From an optimization exercise on the open Yosys and OpenROAD flow, aimed at small area, a short achievable clock period and few clock cycles per item; shortcuts taken in it are not production practice.
RTL that was checked went through simulation tests only; none was proved equivalent to the original.
The RTL of runs 3 and 4 was laid out without a check of its function.
Power figures rest on the tool's default switching activity, not on a simulated workload.

==> design.v <==
`default_nettype none
module seq_gcd (
	clk,
	rst_n,
	la_write_a,
	la_write_b,
	a_i,
	b_i,
	gcd_o,
	rdata,
	ready
);
	input wire clk;
	input wire rst_n;
	input wire [31:0] la_write_a;
	input wire [31:0] la_write_b;
	input wire [31:0] a_i;
	input wire [31:0] b_i;
	output wire [31:0] gcd_o;
	output wire [31:0] rdata;
	output reg ready;
	parameter NSTEP = 3;    
	reg [31:0] a_q;
	reg [31:0] b_q;
	reg [4:0] k_q;
	reg busy;
	wire la_load = (&la_write_a) & (&la_write_b);
	wire load = ~busy & la_load;
	wire [31:0] sa [0:NSTEP];
	wire [31:0] sb [0:NSTEP];
	wire [4:0] sk [0:NSTEP];
	assign sa[0] = a_q;
	assign sb[0] = b_q;
	assign sk[0] = k_q;
	genvar i, l, j;
	generate
		for (i = 0; i < NSTEP; i = i + 1) begin : step
			wire [31:0] a = sa[i];
			wire [31:0] b = sb[i];
			wire [4:0] k = sk[i];
			wire bz = ~|b;
			wire kz = ~|k;
			localparam STRIP = (i == 0);
			localparam PUT = (i == NSTEP - 1);
			wire c_put = PUT & bz & ~kz;               
			wire c_two = STRIP & ~bz & ~a[0] & ~b[0];  
			wire c_ev2 = ~a[0] & ~b[0];                
			wire c_aev = ~a[0] & b[0];         
			wire c_sub = a[0] & b[0];          
			wire [31:0] ag = a & {32{b[0]}};
			wire [31:0] p0 = ~(ag ^ b);
			wire [31:0] g0 = b & ~ag;
			wire gn0 = g0[1] | (p0[1] & g0[0]);
			wire pn0 = p0[1] & p0[0];
			wire gn1 = g0[3] | (p0[3] & g0[2]);
			wire pn1 = p0[3] & p0[2];
			wire gn2 = g0[5] | (p0[5] & g0[4]);
			wire pn2 = p0[5] & p0[4];
			wire gn3 = g0[7] | (p0[7] & g0[6]);
			wire pn3 = p0[7] & p0[6];
			wire gn4 = g0[9] | (p0[9] & g0[8]);
			wire pn4 = p0[9] & p0[8];
			wire gn5 = g0[11] | (p0[11] & g0[10]);
			wire pn5 = p0[11] & p0[10];
			wire gn6 = g0[13] | (p0[13] & g0[12]);
			wire pn6 = p0[13] & p0[12];
			wire gn7 = g0[15] | (p0[15] & g0[14]);
			wire pn7 = p0[15] & p0[14];
			wire gn8 = g0[17] | (p0[17] & g0[16]);
			wire pn8 = p0[17] & p0[16];
			wire gn9 = g0[19] | (p0[19] & g0[18]);
			wire pn9 = p0[19] & p0[18];
			wire gn10 = g0[21] | (p0[21] & g0[20]);
			wire pn10 = p0[21] & p0[20];
			wire gn11 = g0[23] | (p0[23] & g0[22]);
			wire pn11 = p0[23] & p0[22];
			wire gn12 = g0[25] | (p0[25] & g0[24]);
			wire pn12 = p0[25] & p0[24];
			wire gn13 = g0[27] | (p0[27] & g0[26]);
			wire pn13 = p0[27] & p0[26];
			wire gn14 = g0[29] | (p0[29] & g0[28]);
			wire pn14 = p0[29] & p0[28];
			wire gn15 = g0[31] | (p0[31] & g0[30]);
			wire pn15 = p0[31] & p0[30];
			wire gn16 = gn1 | (pn1 & gn0);
			wire pn16 = pn1 & pn0;
			wire gn17 = gn3 | (pn3 & gn2);
			wire pn17 = pn3 & pn2;
			wire gn18 = gn5 | (pn5 & gn4);
			wire pn18 = pn5 & pn4;
			wire gn19 = gn7 | (pn7 & gn6);
			wire pn19 = pn7 & pn6;
			wire gn20 = gn9 | (pn9 & gn8);
			wire pn20 = pn9 & pn8;
			wire gn21 = gn11 | (pn11 & gn10);
			wire pn21 = pn11 & pn10;
			wire gn22 = gn13 | (pn13 & gn12);
			wire pn22 = pn13 & pn12;
			wire gn23 = gn15 | (pn15 & gn14);
			wire pn23 = pn15 & pn14;
			wire gn24 = gn17 | (pn17 & gn16);
			wire pn24 = pn17 & pn16;
			wire gn25 = gn19 | (pn19 & gn18);
			wire pn25 = pn19 & pn18;
			wire gn26 = gn21 | (pn21 & gn20);
			wire pn26 = pn21 & pn20;
			wire gn27 = gn23 | (pn23 & gn22);
			wire pn27 = pn23 & pn22;
			wire gn28 = gn25 | (pn25 & gn24);
			wire pn28 = pn25 & pn24;
			wire gn29 = gn27 | (pn27 & gn26);
			wire pn29 = pn27 & pn26;
			wire gn30 = gn29 | (pn29 & gn28);
			wire pn30 = pn29 & pn28;
			wire gn31 = gn26 | (pn26 & gn28);
			wire pn31 = pn26 & pn28;
			wire gn32 = gn18 | (pn18 & gn24);
			wire pn32 = pn18 & pn24;
			wire gn33 = gn20 | (pn20 & gn28);
			wire pn33 = pn20 & pn28;
			wire gn34 = gn22 | (pn22 & gn31);
			wire pn34 = pn22 & pn31;
			wire gn35 = gn2 | (pn2 & gn16);
			wire pn35 = pn2 & pn16;
			wire gn36 = gn4 | (pn4 & gn24);
			wire pn36 = pn4 & pn24;
			wire gn37 = gn6 | (pn6 & gn32);
			wire pn37 = pn6 & pn32;
			wire gn38 = gn8 | (pn8 & gn28);
			wire pn38 = pn8 & pn28;
			wire gn39 = gn10 | (pn10 & gn33);
			wire pn39 = pn10 & pn33;
			wire gn40 = gn12 | (pn12 & gn31);
			wire pn40 = pn12 & pn31;
			wire gn41 = gn14 | (pn14 & gn34);
			wire pn41 = pn14 & pn34;
			wire gn42 = g0[2] | (p0[2] & gn0);
			wire pn42 = p0[2] & pn0;
			wire gn43 = g0[4] | (p0[4] & gn16);
			wire pn43 = p0[4] & pn16;
			wire gn44 = g0[6] | (p0[6] & gn35);
			wire pn44 = p0[6] & pn35;
			wire gn45 = g0[8] | (p0[8] & gn24);
			wire pn45 = p0[8] & pn24;
			wire gn46 = g0[10] | (p0[10] & gn36);
			wire pn46 = p0[10] & pn36;
			wire gn47 = g0[12] | (p0[12] & gn32);
			wire pn47 = p0[12] & pn32;
			wire gn48 = g0[14] | (p0[14] & gn37);
			wire pn48 = p0[14] & pn37;
			wire gn49 = g0[16] | (p0[16] & gn28);
			wire pn49 = p0[16] & pn28;
			wire gn50 = g0[18] | (p0[18] & gn38);
			wire pn50 = p0[18] & pn38;
			wire gn51 = g0[20] | (p0[20] & gn33);
			wire pn51 = p0[20] & pn33;
			wire gn52 = g0[22] | (p0[22] & gn39);
			wire pn52 = p0[22] & pn39;
			wire gn53 = g0[24] | (p0[24] & gn31);
			wire pn53 = p0[24] & pn31;
			wire gn54 = g0[26] | (p0[26] & gn40);
			wire pn54 = p0[26] & pn40;
			wire gn55 = g0[28] | (p0[28] & gn34);
			wire pn55 = p0[28] & pn34;
			wire gn56 = g0[30] | (p0[30] & gn41);
			wire pn56 = p0[30] & pn41;
			wire [31:0] Gf = {gn30, gn56, gn41, gn55, gn34, gn54, gn40, gn53, gn31, gn52, gn39, gn51, gn33, gn50, gn38, gn49, gn28, gn48, gn37, gn47, gn32, gn46, gn36, gn45, gn24, gn44, gn35, gn43, gn16, gn42, gn0, g0[0]};
			wire [31:0] Pf = {pn30, pn56, pn41, pn55, pn34, pn54, pn40, pn53, pn31, pn52, pn39, pn51, pn33, pn50, pn38, pn49, pn28, pn48, pn37, pn47, pn32, pn46, pn36, pn45, pn24, pn44, pn35, pn43, pn16, pn42, pn0, p0[0]};
			wire ge = Gf[31] | Pf[31];
			wire [31:0] c1 = {Gf[30:0] | Pf[30:0], 1'b1};
			wire [31:0] c0n = {~Gf[30:0], 1'b1};
			wire [31:0] ad = p0 ^ (ge ? c1 : c0n);
			wire [31:0] xv = ad;
			wire [2:0] y = ag[2:0] ^ b[2:0];
			wire [1:0] sh = c_ev2 ? {1'd0, c_two} :
			                y[0] ? 2'd0 :
			                y[1] ? 2'd1 :
			                y[2] ? 2'd2 :
			                2'd3;
			wire [31:0] s0 = xv;
			wire [31:0] s1 = sh[0] ? s0 >> 1 : s0;
			wire [31:0] s2 = sh[1] ? s1 >> 2 : s1;
			assign sb[i+1] = s2;
			assign sa[i+1] = c_put ? a << 1 :
			                 c_two ? a >> 1 :
			                 (c_aev | (c_sub & ~ge)) ? b : a;
			assign sk[i+1] = c_put ? k - 5'd1 : c_two ? k + 5'd1 : k;
		end
	endgenerate
	always @(posedge clk) begin
		if (load) begin
			a_q <= a_i;
			b_q <= b_i;
			k_q <= 5'd0;
		end else begin
			a_q <= sa[NSTEP];
			b_q <= sb[NSTEP];
			k_q <= sk[NSTEP];
		end
	end
	wire fin = ~|sb[NSTEP] & ~|sk[NSTEP];
	always @(posedge clk or negedge rst_n) begin
		if (~rst_n) begin
			busy <= 1'b0;
			ready <= 1'b0;
		end else begin
			if (load) begin
				busy <= 1'b1;
				ready <= 1'b0;
			end else if (busy & fin) begin
				busy <= 1'b0;
				ready <= 1'b1;
			end
		end
	end
	assign gcd_o = a_q;
	assign rdata = 32'd0;
endmodule
`default_nettype wire
==> flow/run.sh <==
#!/bin/bash
set -euo pipefail
MARGIN=$(cat flow/margin.txt)
bash standard.sh SETUP_SLACK_MARGIN=$MARGIN \
  "BUFFER_PORTS_ARGS=-buffer_cell sky130_fd_sc_hd__buf_1" finish > standard_flow.log 2>&1
==> flow/margin.txt <==
54.6
==> standard.sh <==
#!/bin/bash
# synth_recipe.tcl (not shown) runs the flow's synth.tcl, then flattens the netlist and writes it again
# the make line also repeats each setting of config.mk as NAME=value (left out here)
make -C /OpenROAD-flow-scripts/flow DESIGN_CONFIG=/design/flow/config.mk WORK_HOME=/design/flow/orfs CLKGATE_MAP_FILE= SYNTH_SCRIPT=/design/flow/synth_recipe.tcl "${@:-finish}"
==> config.mk <==
export PLATFORM = sky130hd
export DESIGN_NAME = seq_gcd
export DESIGN_NICKNAME = seq_gcd
export VERILOG_FILES = /design/flow/design.v
export SDC_FILE = /design/flow/constraint.sdc
export NUM_CORES = 4
export LEC_CHECK = 0
export ABC_AREA = 1
export CAP_MARGIN = 20
export CORE_MARGIN = 2
export CORE_UTILIZATION = 40
export CTS_BUF_LIST = sky130_fd_sc_hd__clkbuf_4 sky130_fd_sc_hd__clkbuf_8
export PLACE_DENSITY = 0.7
export SLEW_MARGIN = 20
==> constraint.sdc <==
create_clock -name core_clock -period 70.0 [get_ports {clk}]
set_input_delay 14.0000 -clock core_clock [delete_from_list [all_inputs] [get_ports {clk}]]
set_output_delay 14.0000 -clock core_clock [all_outputs]
set_load 0.01 [all_outputs]
==> results.py, run 1 <==
metrics = {
    "grt": {
        "gr-usage-all-layers_pct": 32.0,
        "grt_max_degree": 64,
        "overflow": 0,
        "grt_pass1_wl_mm": 86.6,
        "antenna_found_initial": 1,
        "grt_pass1_vias": 15300,
    },
    "run": {
        "cap_violations": 0,
    },
    "timing": {
        "slew_headroom_pct": 32.1,
        "fin_crit_sh_pct": 21.9,
        "fmax_mhz": 65.2,
        "whs_ps": 509,
        "slew_violations": 0,
        "finalHoldViolations": 0,
        "rsz0062_at_grt": "yes",
        "finalSetupTns_ps": 0,
        "tightest_slew_ps": 1020,
        "period_needed_ps": 15350,
        "fin_skew_ps": 13.2,
        "setup_violations": 0,
    },
    "logic_synthesis": {
        "synth_compound_area_share_pct": 18.3,
        "syn_area_mm2": 0.0134,
        "synthFlopType": "dfxtp_1",
        "synth_edf_count": 0,
        "synthXorXnorAreaFrac_pct": 4.24,
        "synth_top_family_by_area": "simple AND/OR/NAND/NOR gates",
        "synth_warnings": 1,
        "synth_fa_ha_area_share_pct": 8.95,
        "synth_seq_area_share_pct": 10.7,
        "ys_ff_latch": 71,
        "avgSynthCellArea_um2": 5.41,
        "muxShareOfSynthArea_pct": 0.820,
        "syn_inst": 2481,
        "async_flop_share_pct": 2.82,
        "synthSimpleGateAreaFrac_pct": 45.3,
        "yosys.cell_types.count": 56,
    },
    "critical_path": {
        "ff2ff_setup_slack_ps": 56870,
        "criticalPathCategory": "input port to flip-flop",
        "cp_cell_sequence": "buf_1 -> nand4_1 -> or4_4 -> nor3_4 -> nand2_2 -> buf_12 -> clkinv_8 -> clkbuf_16 -> nor2_1 -> nor2_1",
        "r2r-end": "busy$_DFFE_PN0P_",
        "crit_family": "simple AND/OR/NAND/NOR gates",
        "cp-end-kind": "flip-flop",
        "path_buf_inv": 4,
        "crit_path_top_delay_cell": "or4_4",
        "crit_path_max_incr_delay_ps": 510,
        "critPathLaunchType": "input port",
        "critPathRequiredTime_ps": 70280,
        "timing.rr.start": "b_q[0]$_DFF_P_",
        "crit_top_cell": "nor2_1",
        "cp_max_fo": 24,
        "reg2reg_depth": 63,
        "worst_ep_arrival_time_ps": 15630,
    },
    "clock_tree": {
        "clk_pin_slew_worst_paths_ps": 70,
        "clock_sink_count": 71,
        "cts_tree": "done",
        "clk-insertion-delay-late_ps": 360,
        "root_buffer": "clkbuf_8",
        "cts_buffers": 9,
        "clk_path_buf_depth": 2,
        "htreeDepth": 3,
    },
    "power": {
        "irDropWorstVdd_v": 0.00000758,
        "combPwrFrac_pct": 7.0,
        "clock_power_share_pct": 41.7,
        "p_per_area_mw_per_mm2": 5.39,
        "p_leak_uw": 0.00762,
        "internal_power_uw": 59.1,
        "p_seq_share_pct": 51.3,
        "switching_power_uw": 19.6,
        "sw_frac_of_total_pct": 24.9,
    },
    "final_layout": {
        "final_nets": 2800,
        "area_growth_pct": 8.79,
        "final_common_cell": "nand2_1",
        "layout_common_cells": "869 x nand2_1, 214 x inv_1, 208 x nand3_1",
        "drive_above_1_share_pct": 4.89,
        "fillCellCount": 3727,
        "regArea_mm2": 0.00143,
        "multi_input_area_mm2": 0.0106,
    },
    "route": {
        "drtIter0Drc": 1871,
        "vias_per_cell": 5.62,
        "drt-total-wl_mm": 58.3,
        "first_pass_iters": 6,
        "drtAntennaViolNets": 0,
        "drc_errors": 0,
        "avgRoutedWirePerCell_um": 19.2,
        "vias": 17000,
    },
    "floorplan": {
        "die-area_mm2": 0.0350,
        "initial_core_util_pct": 40.3,
        "core_mm2": 0.0333,
        "io_pins": 195,
        "die_w_um": 187,
        "rows": 67,
        "die_y_um": 187,
    },
    "placement": {
        "place_congestion": 1.01,
        "place_hpwl_mm": 47.4,
        "io_buffers": 162,
    },
    "hold_path": {
        "worstHoldStart": "ready$_DFFE_PN0P_",
        "hp-class": "flip-flop to flip-flop",
        "whs_path_depth": 2,
        "whs_endpoint": "ready$_DFFE_PN0P_",
    },
    "run_status": {
        "status": "finished clean",
    },
}
## synthesized netlist by cell type (2+ instances only)
master,count,area (um2)
clkinv_1,5,18.8
nor2_1,206,773
o221ai_1,3,26.3
o21a_1,3,22.5
a211oi_1,5,37.5
nand2_2,24,150
a221oi_1,4,35.0
nand3b_1,5,37.5
nand3_2,9,90.1
buf_2,7,35.0
a21oi_1,103,515
buf_1,12,45.0
dfrtp_1,2,50.1
xor2_1,44,385
mux2i_1,11,110
buf_4,35,263
o31ai_1,3,22.5
a31oi_1,48,300
inv_2,9,33.8
or4_1,3,22.5
clkbuf_1,76,285
nor2_2,3,18.8
nor4_1,28,175
o211ai_1,26,195
buf_6,5,56.3
o21bai_1,3,22.5
inv_1,215,807
a21boi_1,2,15.0
nor3_1,23,115
nor2_4,3,33.8
o21ai_0,176,881
o21ai_2,3,26.3
nand2_1,870,3270
nand3_1,208,1040
o21ai_1,45,225
nand2_4,5,56.3
or2_2,7,43.8
a21o_1,9,67.6
dfxtp_1,69,1380
xnor2_1,21,184
nand4_1,30,188
ha_1,96,1200
a21boi_0,4,30.0
## state kept, by name (all words and copies together), names as in the netlist
name   flops
busy       1
b_q       32
ready      1
k_q        5
a_q       32
## metrics by stage
step	setup WS (ps)	std cells	utilization (%)	power (uW)	cell area [um2]
floorplan	54590	2512	-	44.3	13600
global placement	53770	3006	42.6	46.5	14200
detailed placement	53800	3006	42.6	46.4	14200
CTS	54590	3023	43.4	78.4	14400
global route	54550	3028	43.9	81.2	14600
finish	54650	3028	43.9	78.8	14600
## power groups by stage
stage | Clock (uW) | Sequential (uW) | Combinational, uW
2_1_floorplan | 0 | 41.3 | 2.97
3_3_place_gp | 0 | 41.3 | 5.17
3_5_place_dp | 0 | 41.3 | 5.10
4_1_cts | 32.9 | 40.4 | 5.15
5_1_grt | 34.7 | 40.4 | 6.07
6_report | 32.9 | 40.4 | 5.51
## layer usage
metal  global-route usage (%)  vias to the layer above  wire (um)  part of all wire (%)
met5                        0                        -          0                     0
met3                     4.35                      132       4700                   8.1
met2                     50.4                      816      25500                    44
met4                     16.7                        0       3200                   5.5
li1                         -                     8309          -                     -
met1                     42.6                     7747      24900                    43
## worst max path at each step
stage                        start              end  slack [ps]  depth (start not counted)
finish              la_write_a[28]   b_q[7]$_DFF_P_       54650                         10
global route         la_write_a[1]  b_q[10]$_DFF_P_       54550                         11
CTS                 la_write_a[26]  b_q[10]$_DFF_P_       54590                         10
detailed placement  la_write_b[29]  b_q[31]$_DFF_P_       53800                         10
global placement    la_write_b[29]  b_q[31]$_DFF_P_       53770                         10
floorplan           la_write_a[26]  a_q[31]$_DFF_P_       54590                          7
## cells by family after synthesis
group | count (synthesis)
AOI/OAI and AO/OA | 441
xor gates and xnor gates | 65
adders and majority gates | 96
buffers and inverters | 366
DFF | 71
muxes | 11
other | 1
and+or+nand+nor | 1430
## final cells by class
type / instances / share of cell area (%)
Timing Repair Buffer: 187 / 6.14
Clock inverter: 6 / 0.420
Tap cell: 448 / 3.84
Multi-Input combinational cell: 2075 / 72.9
Sequential cell: 71 / 9.80
Antenna cell: 1 / 0.0171
Clock buffer: 10 / 0.900
Inverter: 230 / 6.02
## timing repair
action / CTS / global route
endpoints found under the setup margin: 54 / 55
setup buffers: 0 / 1
hold buffers: 0 / 0
endpoints found under the hold margin: 0 / 0
gates resized for setup: 10 / 15
cloned: 1 / 3
pin swaps: 0 / 1
## worst register-to-register path, delay by kind of cell, from the launching register on
kind	cells	cell delay, ps
muxes	1	170
xor gates and xnor gates	1	150
buffers and inverters	7	2130
DFF	1	310
and+or+nand+nor	36	4950
AOI/OAI and AO/OA	15	4160
adders and majority gates	3	1130
Testbench counts, summed over its fixed seeds: cycles 29,737, items 3,200.
==> run 2, diff against run 1 <==
==> run.sh (new file) <==
#!/bin/bash
# synth_recipe.tcl (not shown) runs the flow's synth.tcl, then flattens the netlist and writes it again
# the make line also repeats each setting of config.mk as NAME=value (left out here)
make -C /OpenROAD-flow-scripts/flow DESIGN_CONFIG=/design/flow/config.mk WORK_HOME=/design/flow/orfs CLKGATE_MAP_FILE= SYNTH_SCRIPT=/design/flow/synth_recipe.tcl finish
--- a/config.mk
+++ b/config.mk
@@ -12,3 +12,3 @@
 export CTS_BUF_LIST = sky130_fd_sc_hd__clkbuf_4 sky130_fd_sc_hd__clkbuf_8
-export PLACE_DENSITY = 0.7
+export PLACE_DENSITY = 0.8
 export SLEW_MARGIN = 20
removed: flow/run.sh
removed: flow/margin.txt
removed: standard.sh
==> results.py, run 2 <==
metrics = {
    "route": {
        "avgRoutedWirePerCell_um": 19.1,
        "vias_per_cell": 5.62,
        "drt-total-wl_mm": 57.8,
        "vias": 17000,
        "drtAntennaViolNets": 0,
        "drc_errors": 0,
        "drtIter0Drc": 1697,
        "first_pass_iters": 8,
    },
    "logic_synthesis": {
        "synth.area.top_cells": "nand2_1 24%, dfxtp_1 10%, ha_1 9.0%",
        "synth_top_area_share_pct": 24.3,
        "synth_edf_count": 0,
        "yosysMostFrequentCell": "nand2_1",
        "avgSynthCellArea_um2": 5.41,
        "async_flop_share_pct": 2.82,
        "yosys.cell_types.count": 56,
        "ys_ff_latch": 71,
        "syn_inst": 2481,
        "synthFlopType": "dfxtp_1",
        "syn_area_mm2": 0.0134,
        "synth_warnings": 1,
        "synth_seq_area_share_pct": 10.7,
        "synth_area_leader_cell": "nand2_1",
        "synth_commonest_cells": "870 x nand2_1, 215 x inv_1, 208 x nand3_1, 206 x nor2_1, 176 x o21ai_0",
    },
    "grt": {
        "grt_pass1_wl_mm": 87.5,
        "overflow": 0,
        "grt_max_degree": 64,
        "antenna_found_initial": 1,
        "grt_pass1_vias": 15100,
        "gr-usage-all-layers_pct": 31.9,
    },
    "critical_path": {
        "cp_max_fo": 54,
        "crit_family": "buffers and inverters",
        "critPathLaunchType": "input port",
        "crit_path_max_incr_delay_ps": 490,
        "crit_path_top_delay_cell": "buf_4",
        "worst_ep_arrival_time_ps": 16570,
        "cp-end-kind": "flip-flop",
        "path_buf_inv": 5,
        "criticalPathCategory": "input port to flip-flop",
        "critPathRequiredTime_ps": 70220,
        "cp_cell_sequence": "clkdlybuf4s50_1 -> inv_1 -> nor4_1 -> nand4_1 -> nor3_1 -> nand2_1 -> buf_4 -> inv_1 -> buf_4 -> o21ai_0",
    },
    "floorplan": {
        "io_pins": 195,
        "die-area_mm2": 0.0350,
        "die_w_um": 187,
        "rows": 67,
        "die_y_um": 187,
        "core_mm2": 0.0333,
        "initial_core_util_pct": 40.3,
    },
    "run": {
        "cap_violations": 0,
    },
    "final_layout": {
        "area_growth_pct": 14.6,
        "final_nets": 2798,
        "layout_common_cells": "870 x nand2_1, 215 x inv_1, 208 x nand3_1",
        "final_core_util_pct": 46.2,
        "fillCellCount": 3644,
        "final_common_cell": "nand2_1",
        "top_regs": "a_q (32), b_q (32), k_q (5)",
        "diodes": 0,
        "layoutNonFillerInstCount": 3025,
        "drive_above_1_share_pct": 4.35,
    },
    "power": {
        "irDropWorstVdd_v": 0.00000823,
        "p_leak_uw": 0.00795,
        "totalPowerFinal_uw": 80.7,
        "p_per_area_mw_per_mm2": 5.25,
    },
    "clock_tree": {
        "htreeDepth": 3,
        "cts_hold_buf": 0,
        "cts_buffers": 9,
        "root_buffer": "clkbuf_8",
        "cts_resized": 0,
        "cts_tree": "done",
        "clk-insertion-delay-late_ps": 360,
        "clk_path_buf_depth": 2,
        "clock_sink_count": 71,
        "clk_pin_slew_worst_paths_ps": 80,
        "post-cts-setup-buffers": 0,
    },
    "placement": {
        "dp_cells": 3009,
        "io_buffers": 162,
        "place_hpwl_mm": 48.1,
        "place_congestion": 1.08,
    },
    "timing": {
        "period_needed_ps": 16350,
        "rsz0062_at_grt": "no",
        "whs_ps": 494,
        "fin_skew_ps": 12.2,
        "slew_headroom_pct": 25.0,
        "fin_crit_sh_pct": 23.4,
        "fmax_mhz": 61.2,
        "slew_violations": 0,
        "setup_violations": 0,
        "finalHoldViolations": 0,
        "finalSetupTns_ps": 0,
        "tightest_slew_ps": 1120,
    },
    "hold_path": {
        "hp-class": "flip-flop to flip-flop",
    },
    "run_status": {
        "status": "finished clean",
    },
}
-- run 2: cell count changes in the layout (fill, tap and decap cells not counted), moves of 2 or more --
cell             delta
clkinv_2            -2
clkbuf_16           -3
buf_4               +5
nor4_4              -2
inv_6               +2
nor4_1              +8
clkdlybuf4s50_1   +162
buf_1             -162
nor4_2              -6
buf_12              -2
clkinvlp_4          +2
-- run 2: metrics by stage --
step	setup slack, ps	area [um2]
after floorplan	54370	13500
after global placement	53360	15200
after detailed placement	53310	15200
after CTS	53680	15400
after global routing	53420	15400
final	53650	15400
-- run 2: per-layer routing --
layer  part of all wire [%]  wire length, um  track usage, %
met5                      0                0               0
met2                     45            26100            52.2
met1                     41            23800            41.5
met4                    5.5             3160            15.6
met3                    8.2             4730            3.85
-- run 2: cell type report --
type | count | area, um2 | share of cell area, %
clock buffer | 10 | 131 | 0.854
clock inverter | 6 | 45.0 | 0.293
inverter | 230 | 866 | 5.63
multi-input combinational | 2075 | 10600 | 68.6
sequential | 71 | 1430 | 9.31
tap | 448 | 561 | 3.64
timing repair buffer | 185 | 1790 | 11.7
-- run 2: cell families (layout without fill, tap and decap cells) --
| group | Yosys count | in the layout | share of synthesized area, % |
|---|---|---|---|
| simple gates | 1430 | 1430 | 45.3 |
| compound gates | 441 | 441 | 18.3 |
| buf+inv | 366 | 431 | 11.7 |
| fa+ha+maj | 96 | 96 | 8.95 |
| flops | 71 | 71 | 10.7 |
| xor+xnor | 65 | 65 | 4.24 |
| mux | 11 | 11 | 0.820 |
| other cells | 1 | 32 | 0.0279 |
-- run 2: where the power goes --
part           leakage [uW]  internal [uW]  total [uW]  switching, uW
combinational       0.00729           6.62        9.74           3.11
clock             0.0000827           13.4        30.6           17.2
sequential         0.000578           40.4        40.4              0
-- run 2: worst paths after layout --
path | startpoint | endpoint | slack (ps) | depth (start not counted)
max reg2reg | b_q[0]$_DFF_P_ | busy$_DFFE_PN0P_ | 56450 | 65
max in group asynchronous | rst_n | busy$_DFFE_PN0P_ | 56080 | 1
max | la_write_b[5] | b_q[31]$_DFF_P_ | 53650 | 10
min in group asynchronous | rst_n | ready$_DFFE_PN0P_ | 13800 | 1
min reg2reg | ready$_DFFE_PN0P_ | ready$_DFFE_PN0P_ | 490 | 2
min | ready$_DFFE_PN0P_ | ready$_DFFE_PN0P_ | 490 | 2
-- run 2: tightest hold or removal path: cells and delay by family, from the launching register on --
kind             cells  cell delay (ps)
DFF                  1              360
and+or+nand+nor      2              110
==> run 3, diff against run 2 <==
--- a/design.v
+++ b/design.v
@@ -42,12 +42,8 @@
 			wire kz = ~|k;
-			localparam STRIP = (i == 0);
-			localparam PUT = (i == NSTEP - 1);
-			wire c_put = PUT & bz & ~kz;               
-			wire c_two = STRIP & ~bz & ~a[0] & ~b[0];  
-			wire c_ev2 = ~a[0] & ~b[0];                
+			wire c_put = bz & ~kz;             
+			wire c_two = ~bz & ~a[0] & ~b[0];  
 			wire c_aev = ~a[0] & b[0];         
 			wire c_sub = a[0] & b[0];          
-			wire [31:0] ag = a & {32{b[0]}};
-			wire [31:0] p0 = ~(ag ^ b);
-			wire [31:0] g0 = b & ~ag;
+			wire [31:0] p0 = ~(a ^ b);
+			wire [31:0] g0 = b & ~a;
 			wire gn0 = g0[1] | (p0[1] & g0[0]);
@@ -172,9 +168,13 @@
 			wire [31:0] ad = p0 ^ (ge ? c1 : c0n);
-			wire [31:0] xv = ad;
-			wire [2:0] y = ag[2:0] ^ b[2:0];
-			wire [1:0] sh = c_ev2 ? {1'd0, c_two} :
-			                y[0] ? 2'd0 :
-			                y[1] ? 2'd1 :
-			                y[2] ? 2'd2 :
-			                2'd3;
+			wire [31:0] xv = b[0] ? ad : b;
+			wire [6:0] y = b[0] ? (a[6:0] ^ b[6:0]) : b[6:0];
+			wire [2:0] sh = c_two ? 3'd1 :
+			                y[0] ? 3'd0 :
+			                y[1] ? 3'd1 :
+			                y[2] ? 3'd2 :
+			                y[3] ? 3'd3 :
+			                y[4] ? 3'd4 :
+			                y[5] ? 3'd5 :
+			                y[6] ? 3'd6 :
+			                3'd7;
 			wire [31:0] s0 = xv;
@@ -182,3 +182,4 @@
 			wire [31:0] s2 = sh[1] ? s1 >> 2 : s1;
-			assign sb[i+1] = s2;
+			wire [31:0] s3 = sh[2] ? s2 >> 4 : s2;
+			assign sb[i+1] = s3;
 			assign sa[i+1] = c_put ? a << 1 :
==> flow/run.sh (new file) <==
#!/bin/bash
set -euo pipefail
MARGIN=$(cat flow/margin.txt)
bash standard.sh SETUP_SLACK_MARGIN=$MARGIN \
  "BUFFER_PORTS_ARGS=-buffer_cell sky130_fd_sc_hd__buf_1" finish > standard_flow.log 2>&1
==> flow/margin.txt (new file) <==
54.6
==> standard.sh (new file) <==
#!/bin/bash
# synth_recipe.tcl (not shown) runs the flow's synth.tcl, then flattens the netlist and writes it again
# the make line also repeats each setting of config.mk as NAME=value (left out here)
make -C /OpenROAD-flow-scripts/flow DESIGN_CONFIG=/design/flow/config.mk WORK_HOME=/design/flow/orfs CLKGATE_MAP_FILE= SYNTH_SCRIPT=/design/flow/synth_recipe.tcl "${@:-finish}"
removed: run.sh
==> results.py, run 3 <==
metrics = {
    "run_status": {
        "status": "finished clean",
    },
    "power": {
        "switching_power_uw": 21.9,
        "combPwrFrac_pct": 6.4,
        "clock_power_share_pct": 41.6,
        "p_leak_uw": 0.00966,
        "irDropWorstVdd_v": 0.00000967,
        "p_per_area_mw_per_mm2": 4.18,
        "p_seq_share_pct": 52.0,
        "sw_frac_of_total_pct": 28.2,
        "internal_power_uw": 55.7,
    },
    "clock_tree": {
        "htreeDepth": 3,
        "clk_path_buf_depth": 2,
        "clk_pin_slew_worst_paths_ps": 100,
        "clk-insertion-delay-late_ps": 360,
        "root_buffer": "clkbuf_8",
        "cts_hold_buf": 0,
        "cts_buffers": 9,
        "cts_tree": "done",
        "clock_sink_count": 71,
    },
    "critical_path": {
        "worst_ep_arrival_time_ps": 15600,
        "crit_top_cell": "nand2_1",
        "cp-end-kind": "flip-flop",
        "criticalPathCategory": "input port to flip-flop",
        "cp_cell_sequence": "buf_1 -> nand4_1 -> nor4_4 -> nand2_1 -> nor2_1 -> nand2_1 -> clkinv_1 -> buf_12 -> mux2_2",
        "critPathRequiredTime_ps": 70260,
        "crit_family": "simple AND/OR/NAND/NOR gates",
        "cp_max_fo": 69,
        "path_buf_inv": 3,
        "critPathLaunchType": "input port",
        "timing.rr.start": "b_q[0]$_DFF_P_",
        "startpoint": "la_write_b[9]",
        "crit_path_top_delay_cell": "mux2_2",
        "crit_path_max_incr_delay_ps": 360,
    },
    "hold_path": {
        "hp-class": "flip-flop to flip-flop",
        "worstHoldStart": "ready$_DFFE_PN0P_",
    },
    "floorplan": {
        "core_mm2": 0.0432,
        "die-area_mm2": 0.0456,
        "die_w_um": 214,
        "rows": 76,
        "initial_core_util_pct": 40.7,
        "die_y_um": 214,
        "io_pins": 195,
    },
    "final_layout": {
        "drive_above_1_share_pct": 4.18,
        "top_regs": "a_q (32), b_q (32), k_q (5)",
        "area_growth_pct": 5.74,
        "final_common_cell": "nand2_1",
        "final_nets": 3608,
        "layout_common_cells": "1036 x nand2_1, 567 x nand3_1, 372 x inv_1",
    },
    "placement": {
        "place_hpwl_mm": 55.7,
        "place_congestion": 1.04,
        "place_ws_ps": 53610,
        "io_buffers": 162,
    },
    "route": {
        "drc_errors": 0,
        "drt-total-wl_mm": 69.8,
        "drtIter0Drc": 3585,
        "drtAntennaViolNets": 0,
        "vias": 23100,
        "first_pass_iters": 6,
        "avgRoutedWirePerCell_um": 17.7,
        "vias_per_cell": 5.83,
    },
    "timing": {
        "tightest_slew_ps": 1190,
        "fmax_mhz": 65.2,
        "finalSetupTns_ps": 0,
        "period_needed_ps": 15340,
        "worst_slack_ps": 54660,
        "fin_crit_sh_pct": 21.9,
        "setup_violations": 0,
        "fin_skew_ps": 15.2,
        "rsz0062_at_grt": "yes",
        "slew_violations": 0,
        "slew_headroom_pct": 19.8,
        "finalHoldViolations": 0,
    },
    "logic_synthesis": {
        "synth_seq_area_share_pct": 8.15,
        "synth_top_family_by_area": "simple AND/OR/NAND/NOR gates",
        "synthSimpleGateAreaFrac_pct": 45.6,
        "ys_ff_latch": 71,
        "synth_warnings": 1,
        "async_flop_share_pct": 2.82,
        "avgSynthCellArea_um2": 5.28,
        "synth.area.top_cells": "nand2_1 22%, nand3_1 16%, o21ai_0 8.3%",
        "synth_fa_ha_area_share_pct": 8.05,
        "synth_compound_area_share_pct": 20.5,
        "yosysMostFrequentCell": "nand2_1",
        "syn_inst": 3327,
        "synth_commonest_cells": "1038 x nand2_1, 567 x nand3_1, 375 x inv_1, 292 x o21ai_0, 149 x a21oi_1",
        "yosys.cell_types.count": 59,
        "synthFlopType": "dfxtp_1",
        "synth_area_leader_cell": "nand2_1",
        "synth_edf_count": 0,
        "synthXorXnorAreaFrac_pct": 2.94,
        "syn_area_mm2": 0.0176,
        "muxShareOfSynthArea_pct": 0.356,
        "synth_top_area_share_pct": 22.2,
    },
    "grt": {
        "antenna_found_initial": 2,
        "use_met1_pct": 41.3,
        "grt_pass1_wl_mm": 106,
        "grt_max_degree": 86,
        "overflow": 0,
        "busiest_layer": "met2",
        "gr-usage-all-layers_pct": 29.5,
        "use_met3_pct": 6.18,
        "grt_pass1_vias": 19500,
        "globalRouteMet2Util_pct": 42.3,
    },
    "run": {
        "cap_violations": 0,
    },
}
run 3: power by group through the flow:
stage / logic [uW] / registers, uW / clock network [uW]
2_1_floorplan: 2.33 / 41.3 / 0
3_3_place_gp: 4.81 / 41.3 / 0
3_5_place_dp: 4.72 / 41.3 / 0
4_1_cts: 4.75 / 40.4 / 32.0
5_1_grt: 5.39 / 40.4 / 33.6
6_report: 4.99 / 40.4 / 32.3
run 3: stage by stage:
stage	hold slack (ps)	total power, uW	instances	area, um2	utilization (%)
6_report	502	77.6	3956	18600	43.0
5_1_grt	560	79.4	3955	18600	43.0
4_1_cts	504	77.1	3949	18400	42.7
3_5_place_dp	472	46.0	3929	18200	42.1
3_3_place_gp	484	46.1	3929	18200	42.1
2_1_floorplan	464	43.6	3358	17700	-
run 3: final timing paths:
check	end	slack (ps)	cells past startpoint
max in group asynchronous	busy$_DFFE_PN0P_	56420	1
setup / recovery	a_q[3]$_DFF_P_	54660	9
hold reg to reg	ready$_DFFE_PN0P_	500	2
min in group asynchronous	ready$_DFFE_PN0P_	13420	1
hold / removal	ready$_DFFE_PN0P_	500	2
setup reg to reg	busy$_DFFE_PN0P_	55680	72
run 3: routing by layer:
| layer | vias up | wire length [um] |
|---|---|---|
| met1 | 10300 | 28400 |
| met3 | 234 | 9640 |
| met5 | - | 13 |
| met2 | 1486 | 27300 |
| li1 | 11100 | - |
| met4 | 2 | 4430 |
run 3: cell type report:
| type | instances | area, um2 |
|---|---|---|
| diodes | 1 | 2.50 |
| well taps | 585 | 732 |
| clock inverters | 7 | 61.3 |
| inverters | 401 | 1520 |
| flip-flops and latches | 71 | 1430 |
| repair inverters | 2 | 12.5 |
| clock buffers | 9 | 124 |
| repair buffers | 190 | 893 |
| multi-input cells | 2690 | 13800 |
| fillers | 4769 | 24600 |
run 3: cell families (layout without fill, tap and decap cells):
logic type                 after synthesis  count (layout)
DFF                                     71              71
xor gates and xnor gates                59              59
other                                    1              33
AOI/OAI and AO/OA                      635             635
adders and majority gates              113             113
buffers and inverters                  597             609
muxes                                    6               6
and+or+nand+nor                       1845            1845
run 3: worst min-delay path: stages, from the launching register on:
cell	delay, ps
dfrtp_1	370
nand2_1	50
nand2_1	50
run 3: repair_timing:
item                                    4_1_cts  5_1_grt
pin swaps                                     0        3
gates resized for setup                       4       19
endpoints found under the setup margin       33       69
gates cloned                                  1        2
buffers inserted                              3        4
==> run 4, diff against run 3 <==
==> flow/run.sh (replaced) <==
#!/bin/bash
# Layout: the standard flow (standard synthesis unchanged), with the
# resizer's setup repair asked to leave MARGIN ns of slack on the design's
# own constraints, so that it sizes and buffers the datapath for speed.
set -euo pipefail
MARGIN=$(cat flow/margin.txt)
bash standard.sh SETUP_SLACK_MARGIN=$MARGIN finish > standard_flow.log 2>&1
==> flow/margin.txt (replaced) <==
54
--- a/config.mk
+++ b/config.mk
@@ -11,4 +11,2 @@
 export CORE_UTILIZATION = 40
-export CTS_BUF_LIST = sky130_fd_sc_hd__clkbuf_4 sky130_fd_sc_hd__clkbuf_8
-export PLACE_DENSITY = 0.8
 export SLEW_MARGIN = 20
==> results.py, run 4 <==
metrics = {
    "hold_path": {
        "whs_path_depth": 2,
        "whs_endpoint": "ready$_DFFE_PN0P_",
        "worstHoldStart": "ready$_DFFE_PN0P_",
        "hp-class": "flip-flop to flip-flop",
    },
    "clock_tree": {
        "cts_buffers": 9,
        "root_buffer": "clkbuf_16",
        "clk_pin_slew_worst_paths_ps": 60,
        "clk_path_buf_depth": 2,
        "clk-insertion-delay-late_ps": 350,
        "cts_tree": "done",
        "htreeDepth": 3,
        "cts_hold_buf": 0,
        "clock_sink_count": 71,
    },
    "route": {
        "vias_per_cell": 5.82,
        "drc_errors": 0,
        "vias": 23000,
        "avgRoutedWirePerCell_um": 20.3,
        "drt-total-wl_mm": 80.4,
        "first_pass_iters": 6,
        "drtIter0Drc": 2863,
        "drtAntennaViolNets": 0,
    },
    "logic_synthesis": {
        "synth_top_family_by_area": "simple AND/OR/NAND/NOR gates",
        "syn_inst": 3327,
        "ys_ff_latch": 71,
        "async_flop_share_pct": 2.82,
        "synth_warnings": 1,
        "synthXorXnorAreaFrac_pct": 2.94,
        "synth_top_area_share_pct": 22.2,
        "synth_compound_area_share_pct": 20.5,
        "synthFlopType": "dfxtp_1",
        "synthSimpleGateAreaFrac_pct": 45.6,
        "yosys.cell_types.count": 59,
        "synth.area.top_cells": "nand2_1 22%, nand3_1 16%, o21ai_0 8.3%",
        "synth_commonest_cells": "1038 x nand2_1, 567 x nand3_1, 375 x inv_1, 292 x o21ai_0, 149 x a21oi_1",
        "yosysMostFrequentCell": "nand2_1",
        "syn_area_mm2": 0.0176,
        "synth_edf_count": 0,
        "avgSynthCellArea_um2": 5.28,
        "synth_fa_ha_area_share_pct": 8.05,
        "synth_seq_area_share_pct": 8.15,
        "synth_area_leader_cell": "nand2_1",
        "muxShareOfSynthArea_pct": 0.356,
    },
    "timing": {
        "slew_headroom_pct": 26.5,
        "rsz0062_at_grt": "yes",
        "fmax_mhz": 63.0,
        "slew_violations": 0,
        "tightest_slew_ps": 1090,
        "whs_ps": 504,
        "fin_skew_ps": 11.1,
        "finalSetupTns_ps": 0,
        "finalHoldViolations": 0,
        "setup_violations": 0,
        "period_needed_ps": 15870,
        "fin_crit_sh_pct": 22.7,
    },
    "run": {
        "cap_violations": 0,
    },
    "placement": {
        "place_congestion": 1.06,
        "place_hpwl_mm": 64.2,
        "io_buffers": 162,
    },
    "critical_path": {
        "crit_path_top_delay_cell": "clkdlybuf4s50_1",
        "crit_top_cell": "nand2_1",
        "crit_path_max_incr_delay_ps": 490,
        "critPathLaunchType": "input port",
        "timing.rr.start": "b_q[0]$_DFF_P_",
        "cp_cell_sequence": "clkdlybuf4s50_1 -> nand4_1 -> nor4_1 -> nand2_1 -> nor4_1 -> nand2_1 -> buf_4 -> clkinvlp_4 -> buf_12 -> nand2_1 -> o21ai_0",
        "worst_ep_arrival_time_ps": 16120,
        "r2r-end": "busy$_DFFE_PN0P_",
        "critPathRequiredTime_ps": 70250,
        "criticalPathCategory": "input port to flip-flop",
        "cp_max_fo": 35,
        "cp-end-kind": "flip-flop",
        "ff2ff_setup_slack_ps": 54950,
        "reg2reg_depth": 68,
        "startpoint": "la_write_b[20]",
    },
    "power": {
        "irDropWorstVdd_v": 0.0000114,
        "sw_frac_of_total_pct": 23.2,
        "clock_power_share_pct": 49.1,
        "combPwrFrac_pct": 9.5,
        "internal_power_uw": 74.9,
        "p_leak_uw": 0.0101,
        "p_seq_share_pct": 41.4,
        "switching_power_uw": 22.7,
        "p_per_area_mw_per_mm2": 4.96,
    },
    "final_layout": {
        "final_nets": 3612,
        "top_regs": "a_q (32), b_q (32), k_q (5)",
        "area_growth_pct": 12.0,
        "fillCellCount": 4822,
        "layout_common_cells": "1036 x nand2_1, 567 x nand3_1, 372 x inv_1",
        "drive_above_1_share_pct": 4.24,
        "final_common_cell": "nand2_1",
    },
    "grt": {
        "grt_pass1_wl_mm": 120,
        "grt_pass1_vias": 20100,
        "overflow": 0,
        "antenna_found_initial": 1,
        "grt_max_degree": 72,
        "gr-usage-all-layers_pct": 34.4,
    },
    "floorplan": {
        "rows": 76,
        "core_mm2": 0.0432,
        "io_pins": 195,
        "die_y_um": 214,
        "die-area_mm2": 0.0456,
        "initial_core_util_pct": 40.7,
        "die_w_um": 214,
    },
    "run_status": {
        "status": "finished clean",
    },
}
-- run 4: cell counts after synthesis --
No cell type changed its count.
-- run 4: final cells by class --
type                       instances  area, um2  share of cell area, %
sequential                        71       1430                   7.29
tap                              585        732                   3.72
inverter                         401       1520                   7.73
clock inverter                     7       81.3                  0.414
timing repair buffer             195       1900                   9.69
clock buffer                       9        225                   1.15
timing repair inverter             1       7.51                 0.0382
multi-input combinational       2690      13800                   70.0
antenna                            1       2.50                 0.0127
-- run 4: kinds of logic after synthesis --
logic type | after synthesis
other | 1
adder cells (fa/ha/maj) | 113
flip-flops | 71
XOR/XNOR | 59
AND/OR/NAND/NOR | 1845
AO/OA/AOI/OAI | 635
buffers and inverters | 597
multiplexers | 6
-- run 4: repair_timing --
item | 4_1_cts | 5_1_grt
endpoints found under the setup margin | 34 | 69
buffers inserted | 0 | 5
gates resized for setup | 3 | 9
gates cloned | 1 | 0
-- run 4: worst max-delay path by stage --
stage / to / slack [ps]
after floorplan: b_q[14]$_DFF_P_ / 54570
final: a_q[26]$_DFF_P_ / 54130
after detailed placement: a_q[26]$_DFF_P_ / 53210
after global placement: a_q[17]$_DFF_P_ / 53280
after global routing: busy$_DFFE_PN0P_ / 53920
after CTS: a_q[3]$_DFF_P_ / 54040
-- run 4: critical path, delay by kind of cell --
family / cells / cell delay [ps]
buffers and inverters: 4 / 1040
AO/OA/AOI/OAI: 1 / 90
AND/OR/NAND/NOR: 6 / 960
-- run 4: per-layer routing --
metal / vias to the layer above / track usage [%] / share of wire, %
li1: 11100 / - / -
met5: - / 0 / 0
met4: 0 / 17.4 / 5.7
met2: 1224 / 51.6 / 42
met3: 195 / 4.55 / 9.9
met1: 10500 / 48.1 / 43
-- run 4: power by group through the flow --
stage / registers [uW] / logic (uW) / clock network, uW
3_3_place_gp: 41.3 / 9.20 / 0
3_5_place_dp: 41.3 / 9.13 / 0
2_1_floorplan: 41.3 / 2.33 / 0
6_report: 40.4 / 9.31 / 47.9
4_1_cts: 40.4 / 9.17 / 47.9
5_1_grt: 40.4 / 9.79 / 50.3
-- run 4: metrics by stage --
stage / setup WS [ps] / utilization (%) / area, um2 / total power [uW] / instances
6_report: 54130 / 45.5 / 19700 / 97.6 / 3960
5_1_grt: 53920 / 45.5 / 19700 / 101 / 3960
4_1_cts: 54040 / 45.3 / 19600 / 97.5 / 3954
3_5_place_dp: 53210 / 44.6 / 19300 / 50.4 / 3937
3_3_place_gp: 53280 / 44.6 / 19300 / 50.5 / 3937
2_1_floorplan: 54570 / - / 17700 / 43.6 / 3358

==> what the ideal ports hide <==
Ports are ideal in the flow. The routed layouts listed here were re-timed in OpenROAD.
Step 1 (the two cells are an assumption about what drives the block):
set clk [get_ports {clk}]
set_driving_cell -lib_cell sky130_fd_sc_hd__clkbuf_16 $clk
set_driving_cell -lib_cell sky130_fd_sc_hd__buf_2 [delete_from_list [all_inputs] $clk]
Step 2, shift: input delay + t, output delay - t, t = (earliest + latest rising clock arrival at the registers) / 2. This alone moves slack from input paths to output paths.
Three values: ideal ports, drivers, drivers and shift; two values: the first two.
run | t, ns | setup slack, ns | clock arrival spread, ns | worst register clock-pin slew, ns | worst data-port slew with drivers (ns)
run 1 | 0.402 | 54.651 / 54.677 / 54.275 | 0.013 / 0.013 | 0.08 / 0.08 | 0.07
run 2 | 0.387 | 53.651 / 53.651 / 53.264 | 0.012 / 0.012 | 0.09 / 0.09 | 0.08
run 3 | 0.390 | 54.659 / 54.669 / 54.279 | 0.015 / 0.015 | 0.10 / 0.10 | 0.11
run 4 | 0.390 | 54.130 / 54.151 / 53.762 | 0.011 / 0.011 | 0.07 / 0.07 | 0.08
After both steps every run listed still meets setup and hold. For run 2, which loses most, drivers alone change the setup slack by 0.000 ns; drivers and shift together by -0.387 ns.
